Background: an optimization exercise with open tools, aiming at small area. Do not read the settings as production practice. No run shown here included a check of the RTL's function; only the layout flow was run.

--- design/flow/run.sh ---
#!/bin/bash
# synth_recipe.tcl (not shown) runs the flow's synth.tcl, then flattens the netlist and writes it again
# the make line also repeats each setting of config.mk as NAME=value (left out here)
make -C /OpenROAD-flow-scripts/flow DESIGN_CONFIG=/design/flow/config.mk WORK_HOME=/design/flow/orfs CLKGATE_MAP_FILE= SYNTH_SCRIPT=/design/flow/synth_recipe.tcl finish
--- design/flow/config.mk ---
export PLATFORM = sky130hd
export DESIGN_NAME = display
export DESIGN_NICKNAME = display
export VERILOG_FILES = /design/flow/design.v
export SDC_FILE = /design/flow/constraint.sdc
export NUM_CORES = 4
export LEC_CHECK = 0
export ABC_AREA = 1
export CAP_MARGIN = 20
export CORE_MARGIN = 2
export CORE_UTILIZATION = 75
export PLACE_DENSITY = 0.85
export SLEW_MARGIN = 20
--- design/flow/constraint.sdc ---
create_clock -name core_clock -period 40.0 [get_ports {pclk}]
set_input_delay 8.0000 -clock core_clock [delete_from_list [all_inputs] [get_ports {pclk}]]
set_output_delay 8.0000 -clock core_clock [all_outputs]
set_load 0.01 [all_outputs]
--- design/flow/design.v ---
`timescale 1ns / 1ps
module dd_step(
    input [2:0] e,
    input b,
    output [2:0] o,
    output c
);
    assign c    = e[2] | (e[1] & (e[0] | b));
    assign o[2] = (e[1] & ~e[0] & ~b) | (e[2] & b);
    assign o[1] = (~e[1] & e[0]) | (e[1] & e[0] & b) | (e[2] & ~b);
    assign o[0] = (~e[2] & ~e[1] & b) | (e[1] & e[0] & ~b) | (e[2] & ~b);
endmodule
module ChangeHtoD(
    input [31:0] bdata,
    output [15:0] odata
);
    wire [33*12-1:0] e;
    wire [33*4-1:0]  b;
    assign e[11:0] = 12'd0;
    assign b[3:0]  = 4'd0;
    genvar s, j;
    generate
        for (s = 0; s < 32; s = s + 1) begin : step
            wire [3:0] cy;
            for (j = 0; j < 4; j = j + 1) begin : dig
                dd_step u(.e(e[12*s+3*j+2:12*s+3*j]), .b(b[4*s+j]),
                          .o(e[12*(s+1)+3*j+2:12*(s+1)+3*j]), .c(cy[j]));
            end
            assign b[4*(s+1)+3:4*(s+1)] = {cy[2:0], bdata[31-s]};
        end
        for (j = 0; j < 4; j = j + 1) begin : outp
            assign odata[4*j+3:4*j] = {e[12*32+3*j+2:12*32+3*j], b[4*32+j]};
        end
    endgenerate
endmodule
`timescale 1ns / 1ps
module Digit_Decoder(
    input  [3:0]din,
    output reg [6:0]dout
    );
    always@(*) begin
        case(din)
            4'b0000: begin dout = 7'b0000001;end 
            4'b0001: begin dout = 7'b1001111;end 
            4'b0010: begin dout = 7'b0010010;end 
            4'b0011: begin dout = 7'b0000110;end 
            4'b0100: begin dout = 7'b1001100;end 
            4'b0101: begin dout = 7'b0100100;end 
            4'b0110: begin dout = 7'b0100000;end 
            4'b0111: begin dout = 7'b0001111;end 
            4'b1000: begin dout = 7'b0000000;end 
            4'b1001: begin dout = 7'b0000100;end 
            4'b1010: begin dout = 7'b0001000;end 
            4'b1011: begin dout = 7'b1100000;end 
            4'b1100: begin dout = 7'b0110001;end 
            4'b1101: begin dout = 7'b1000010;end 
            4'b1110: begin dout = 7'b0110000;end 
            4'b1111: begin dout = 7'b0111000;end 
        endcase
    end
endmodule
`timescale 1ns / 1ps
module DIS(
    input clk,
    input rst,
    input [31:0] len_a, len_b,
    output [7:0] an,
    output [6:0] c
    );
    reg clkd;
    reg [2:0] sel;
    reg [9:0] cnt;
    always @(posedge clk) begin
        if (rst) begin
            cnt <= 0;
            clkd <= 0;
        end
        else begin
            if (cnt == 999) cnt <= 0;
            else cnt <= cnt + 1;
            clkd <= (cnt == 999);
        end
    end
    always @(posedge clk) begin
        if (rst) sel <= 0;
        else if (clkd) sel <= sel + 1;
    end
    wire [31:0] len = sel[2] ? len_a : len_b;
    wire [15:0] d;
    ChangeHtoD conv(len, d);
    wire nz3 = d[15:12] != 0;
    wire nz2 = d[11:8] != 0;
    wire nz1 = d[7:4] != 0;
    reg lit;
    reg [3:0] digit;
    always @(*) begin
        case (sel[1:0])
        2'd0: begin lit = 1'b1;              digit = d[3:0];   end
        2'd1: begin lit = nz1 | nz2 | nz3;   digit = d[7:4];   end
        2'd2: begin lit = nz2 | nz3;         digit = d[11:8];  end
        default: begin lit = nz3;            digit = d[15:12]; end
        endcase
    end
    assign an = lit ? ~(8'b1 << sel) : 8'hFF;
    Digit_Decoder out(digit, c);
endmodule
`timescale 1ns / 1ps
module VSD(
    input pclk,
    input rst,
    input [11:0] pdata,
    output reg [10:0] hcount,
    output reg [9:0] vcount,
    output reg [11:0] vrgb,
    output reg hs, vs
);
    always @( posedge pclk ) begin
        if ( rst ) begin
            hcount <= 0;
            vcount <= 0;
        end
        else if ( hcount == 1039 ) begin
            hcount <= 0;
            if ( vcount == 665 ) vcount <= 0;
            else vcount <= vcount + 1;
        end
        else hcount <= hcount + 1;
    end
    always @( posedge pclk ) begin
        if ( rst ) hs <= 0;
        else begin
        if ( hcount == 856 ) hs <= 1;
        if ( hcount == 976 ) hs <= 0;
        end
    end
    always @( posedge pclk ) begin
        if ( rst ) vs <= 0;
        else begin
        if ( vcount == 637 ) vs <= 1;
        if ( vcount == 643 ) vs <= 0;
        end
    end
    wire vis = (hcount != 0) && (hcount <= 800) && (vcount <= 599);
    always @( posedge pclk ) begin
        if ( rst ) vrgb <= 0;
        else vrgb <= vis ? pdata : 12'h000;
    end
endmodule
`timescale 1ns / 1ps
module Info(
    input [7:0] h,
    input [9:0] v,
    input [11:0] head_A, body_A,
    input [11:0] head_B, body_B,
    input gbd,
    input [5:0] foodnum,
    input [2:0] food_time_left,
    input [3:0] state,
    input [1:0] vict,
    output [11:0] pdata
);
    wire [7:0] hm1 = h - 8'd1;
    wire [7:0] x = {2'b00, hm1[7:2]};
    wire [7:0] y = v[9:2];
    wire hA = x > 14 && x < 18 && y > 30 && y < 34;
    wire bA = x > 14 && x < 18 && y > 33 && y < 57;
    wire hB = x > 35 && x < 39 && y > 30 && y < 34;
    wire bB = x > 35 && x < 39 && y > 33 && y < 57;
    function tri_at(input [7:0] x, input [7:0] y, input [7:0] X, input [7:0] Y);
        tri_at = (x == X && y > Y - 3 && y < Y + 3) ||
                 (x == X + 1 && y > Y - 2 && y < Y + 2) ||
                 (x == X + 2 && y == Y);
    endfunction
    wire p0 = tri_at(x, y, 3, 10);
    wire p1 = tri_at(x, y, 3, 63);
    wire p2 = tri_at(x, y, 3, 122);
    wire p3 = tri_at(x, y, 3, 139);
    wire wA = tri_at(x, y, 6, 24);
    wire wB = tri_at(x, y, 27, 24);
    reg [2:0] fi, fj;
    reg fx, fy;
    integer k;
    always @(*) begin
        fx = 0; fj = 0;
        fy = 0; fi = 0;
        for (k = 0; k < 6; k = k + 1) begin
            if (x >= 9 + 6 * k && x < 12 + 6 * k) begin fx = 1; fj = k; end
            if (y >= 73 + 6 * k && y < 76 + 6 * k) begin fy = 1; fi = k; end
        end
    end
    wire food = fx & fy;
    wire [5:0] n = fi * 3'd6 + fj;
    wire food_black = (foodnum > 36) || ({1'b0, n} + {1'b0, foodnum} < 7'd36);
    wire food_dark = (n[1:0] == 2'b11);
    reg [2:0] tm;
    reg tx;
    always @(*) begin
        tx = 0; tm = 0;
        for (k = 0; k < 7; k = k + 1)
            if (x >= 6 + 6 * k && x < 9 + 6 * k) begin tx = 1; tm = k; end
    end
    wire tcell = tx && y >= 110 && y < 113;
    wire t_black = {1'b0, tm} + {1'b0, food_time_left} < 4'd7;
    wire white = (p0 & state[0]) | (p1 & state[1]) | (p2 & state[2]) | (p3 & state[3]);
    wire win = (wA & vict[1]) | (wB & vict[0]);
    wire other = hA | bA | hB | bB | p0 | p1 | p2 | p3 | wA | wB | food | tcell;
    wire bg = ~other & gbd;
    wire e3 = (food & ~food_black) | (tcell & ~t_black);    
    wire f0 = food & ~food_black & ~food_dark;              
    assign pdata = ({12{hA}} & head_A) | ({12{bA}} & body_A) |
                   ({12{hB}} & head_B) | ({12{bB}} & body_B) |
                   {12{white | bg}} |
                   {8'h00, {4{win}}} |
                   {8'h00, {3{e3}}, 1'b0} |
                   {1'b0, f0, 2'b00, f0, 6'b000000, f0};
endmodule
`timescale 1ns / 1ps
module display(
    input pclk,
    input rst,
    input [11:0] head_A, body_A, head_B, body_B,
    input game_board_data,
    input [15:0] snake_data,
    input [2:0] food_time,
    input [5:0] food_count,
    input [3:0] state,
    input [1:0] winner,
    input [31:0] len_a, len_b,
    output [12:0] raddr1, raddr2,
    output [11:0] rgb,
    output hs, vs,
    output [7:0] an,
    output [6:0] c
);
    wire [10:0] hcount;
    wire [9:0] vcount;
    wire [11:0] pdata;
    VSD VSD(
        .pclk(pclk), .rst(rst), .pdata(pdata),
        .hcount(hcount), .vcount(vcount),
        .vrgb(rgb), .hs(hs), .vs(vs)
    );
    assign raddr1 = hcount[9:2] + vcount[9:2] * 6'd50;
    assign raddr2 = hcount[9:3] - 13'd25 + vcount[9:3] * 7'd75;
    Info Info(
        .h(hcount[7:0]), .v(vcount),
        .head_A(head_A), .body_A(body_A),
        .head_B(head_B), .body_B(body_B),
        .gbd(game_board_data),
        .foodnum(food_count), .food_time_left(food_time),
        .state(state), .vict(winner),
        .pdata(pdata_panel)
    );
    wire [11:0] pdata_panel;
    wire panel = (hcount != 0) && (hcount <= 200);
    assign pdata = panel ? pdata_panel : snake_data[15:4];
    DIS LEN(.clk(pclk), .rst(rst), .len_a(len_a), .len_b(len_b), .an(an), .c(c));
endmodule
==> impl_results.md, run 1 <==
- Mapped Nets: 3113
- Post-synth ARST share: 0%
- Row count: 52
- Synth Area in Compound Gates: between 15 and 20%
- Port buffer count: approximately 200
- Post-Synthesis Cell Area: ~15000 µm²
- Library cells used by synthesis: 63
- Post-synthesis xor/xnor area fraction: between 2 and 3%
- Synth Area in Adders: between 10% and 20%
- Post-Synth Simple-Gate Area: between 50% and 60%
- EDFF count, synth: 0
- Status: aborted with a tool error
- Synth Register Bits: approximately 50
- Die width: approximately 150 µm
- Synth Flop Type: dfxtp_1
- Initial core utilization: between 70% and 80%
- Main combinational cell family by area after synthesis: simple AND/OR/NAND/NOR gates
- Fail Step: 3_3_place_gp
- Cells after Synth: roughly 2800
- Yosys warns: 4
- Io pins: between 200 and 250
- Post-synthesis mux area share: 0%
- Tool Error: [ERROR GPL-0301] Utilization 101.751 % exceeds 100%.
- Average cell area after synthesis: roughly 5.4 µm²
- Die height: roughly 150 µm
- Post-synthesis sequential area ratio: about 6.4%
==> cell usage after synthesis (6+ instances only) <==
library cell | n | area (µm²)
nor3_1 | 18 | 90.1
dfxtp_1 | 49 | 981
o21ai_0 | 91 | 455
inv_1 | 367 | 1380
a21oi_2 | 17 | 149
or2_2 | 27 | 169
a31oi_1 | 8 | 50.1
nand4_1 | 103 | 644
nand2_2 | 109 | 682
clkinv_1 | 7 | 26.3
o211ai_1 | 6 | 45.0
o21ai_2 | 26 | 228
nand2_1 | 898 | 3370
inv_2 | 28 | 105
o22ai_1 | 6 | 37.5
xor2_1 | 29 | 254
nand3_2 | 25 | 250
a21oi_1 | 139 | 696
nor2_1 | 273 | 1020
clkbuf_1 | 16 | 60.1
nor3b_1 | 7 | 52.6
ha_1 | 119 | 1490
fa_1 | 23 | 460
nand3_1 | 293 | 1470
xnor2_1 | 22 | 193
o221ai_1 | 6 | 52.6
o21ai_1 | 29 | 145
nor4_1 | 9 | 56.3
==> logic make-up after synthesis <==
group | after synthesis
xor+xnor | 51
buf+inv | 424
flops | 49
simple gates | 1779
compound gates | 380
fa+ha+maj | 142
==> inputs of run 2 (changes only) <==
--- a/design/flow/config.mk
+++ b/design/flow/config.mk
@@ -10,4 +10,4 @@
 export CORE_MARGIN = 2
-export CORE_UTILIZATION = 75
-export PLACE_DENSITY = 0.85
+export CORE_UTILIZATION = 55
+export PLACE_DENSITY = 0.75
 export SLEW_MARGIN = 20
==> run 2 against run 1 <==
  * The run now finishes clean
  * Synthesized cell count did not move
  * Area after synthesis is the same
==> impl_results.md, run 2 <==
- Setup Skew: 0.00804 ns
- Mapped Nets: slightly above 3000
- Top reg by flops: VSD.vrgb
- Routed vias: between 15000 and 20000
- Port buffer count: 196
- Area leader, netlist: nand2_1
- Commonest cells after routing, fill and taps aside: 898 x nand2_1, 367 x inv_1, 293 x nand3_1
- WL final: 42900 µm
- CP startpoint kind: input pin
- Biggest registers after layout: VSD.vrgb x12, VSD.hcount x11
- Max Cap Viol: 0
- Synth area leaders: nand2_1 22%, ha_1 9.7%, nand3_1 9.6%
- Initial DRC count: roughly 1300
- Commonest non-fill, non-tap cell in the layout: nand2_1
- CTS Buffer Depth: 2
- Area of the multi-input gates: between 10000 and 15000 µm²
- DP Wirelength: around 36000 µm
- Clock Tree Root: clkbuf_16
- Latest clock arrival within the worst-skew pair: 0.30 ns
- Crit-path max cell delay: 0.48 ns
- Synth Flop Type: dfxtp_1
- Post-synth ARST share: 0%
- Layout cells sized above 1: approximately 9%
- Io pins: about 200
- Fillcell total: between 2000 and 3000
- Core ar.: around 28000 µm²
- Nets: 3300
- Largest net degree at the start of global routing: 37
- Tot GR Track Use: between 20 and 30%
- Critical-path top delay cell: clkdlybuf4s50_1
- Vias per cell: around 5.5
- Average cell area after synthesis: around 5.4 µm²
- Postcts setup bufs: 0
- Antenna cells: 0
- Commonest cells in the netlist: 898 x nand2_1, 367 x inv_1, 293 x nand3_1, 273 x nor2_1, 139 x a21oi_1
- Post-Synthesis Cell Area: 15300 µm²
- Library cells used by synthesis: between 60 and 70
- Post-synthesis sequential area ratio: 6.42%
- Inserted Clock Buffers: 5
- Status: timing/DRC/antenna clean
- WS Path Type: input pin to output pin
- Fin crit period: 26.38 ns
- Grt ovf: 0
- DRC errors left: 0
- CP Data Required Time: approximately 32 ns
- Slew @ Worst Pin: 0.974 ns
- Clock input transition at the sequential cells of the worst setup and hold paths: ~0.070 ns
- Worst Setup End Kind: output pin
- Die width: about 170 µm
- Period utilization: between 60% and 70%
- Initial core utilization: between 50 and 60%
- Number of global-route vias before repair: approximately 17000
- EDFF count, synth: 0
- RSZ-0062 raised after global routing: no
- Synth Register Bits: between 40 and 50
- Reg area: 982 µm²
- Wire per inst: between 10 and 15 µm
- F_max: 37.9 MHz
- Hold Fails Final Rpt: 0
- WP data arrival: about 18 ns
- Max reg flops: 12
- Initial antenna violation count: 0
- Fin. max-slew vios: 0
- TNS Setup: 0 ns
- Cells after Synth: ~2800
- Slew Limit Headroom: approximately a third
- Hold slack: between 0.4 and 0.5 ns
- Hold Path Class: register to register
- Hold buffers post-CTS: 0
- Row count: between 60 and 70
- RePlAce Congestion: approximately 0.95
- Htree depth: 2
- Synth-to-Final Area Change: 16.4%
- Most frequent CP cell: nand2_1
- First-pass DRT Iterations: 6
- CTS resizes: 0
- Count leader, synth: nand2_1
- CP Max Fanout: 7
- Yosys warns: 4
- Synth top area share: about 22%
- # clock sinks: a little under 50
- First-pass GRT wire length: slightly above 70000 µm
- Setup violations, final: 0
- CTS tree: built
- Final ANT Viol Nets: 0
- Die area: 29100 µm²
- Die height: roughly 170 µm
- Worst reg2reg setup slack: 34.29 ns
run 2: cell counts after synthesis:
No cell type changed its count.
run 2: worst paths after layout:
path | end | cells past startpoint | from
setup / recovery | c[0] | 78 | len_a[31]
hold / removal | VSD.hcount[0]$_SDFF_PP0_ | 1 | VSD.hcount[0]$_SDFF_PP0_
setup reg to reg | VSD.vrgb[7]$_SDFF_PP0_ | 22 | VSD.vcount[9]$_SDFFE_PP0P_
hold reg to reg | VSD.hcount[0]$_SDFF_PP0_ | 1 | VSD.hcount[0]$_SDFF_PP0_
run 2: area by class of cell:
cell class	instances	share of cell area (%)
multi-input cells	2352	71.2
flip-flops and latches	49	5.52
well taps	378	2.66
clock buffers	5	0.703
clock inverters	3	0.120
repair buffers	200	11.2
inverters	404	8.57
run 2: metrics by stage:
stage | setup WS [ns] | utilization [%] | std cells | area, µm²
after floorplan | 16.16 | - | 2825 | 15300
after global placement | 14.16 | 64.0 | 3383 | 17600
after detailed placement | 13.79 | 64.0 | 3383 | 17600
after CTS | 13.76 | 64.6 | 3391 | 17800
after global routing | 12.20 | 64.6 | 3391 | 17800
final | 13.62 | 64.6 | 3391 | 17800
run 2: critical path: cells and delay by family:
kind / cells / cell delay (ns)
and+or+nand+nor: 61 / 6.79
AOI/OAI and AO/OA: 8 / 1.96
buffers and inverters: 8 / 1.41
adders and majority gates: 1 / 0.21
run 2: cell families after synthesis:
family / Yosys count / share of synthesized area (%)
AO/OA/AOI/OAI: 380 / 15.2
XOR/XNOR: 51 / 2.92
adder cells (fa/ha/maj): 142 / 12.8
buffers and inverters: 424 / 10.7
flip-flops: 49 / 6.42
AND/OR/NAND/NOR: 1779 / 52.0
run 2: metal layers:
metal | GRT usage [%] | part of all wire, %
met5 | 0 | 0
met1 | 36.7 | 46
met2 | 51.6 | 47
met3 | 2.80 | 5.8
met4 | 7.10 | 1.9

-- what the ideal ports hide --
The flow's constraints put no driver on any port. The routed layout listed below was extracted and timed again, unchanged, in two steps. Step 1: set_driving_cell puts a clkbuf_16 on pclk and a buf_2 on each other input, an assumption about the parent block. Step 2 times the ports against the registers' clock, not the clock port: input delays grow and output delays shrink by t, the midpoint of the rising clock arrivals with the driver on. Three values: no drivers, after step 1, after step 2; two values: the first two.
run: run 2
shift t [ns]: 0.339
slack for setup (ns): 13.616 / 13.593 / 13.593
worst setup path at the end: input to output
latest minus earliest clock arrival (ns): 0.009 / 0.009
After both steps setup and hold are still met in run 2. The setup slack of run 2 moves by -0.023 ns with the drivers and by -0.023 ns with both steps.
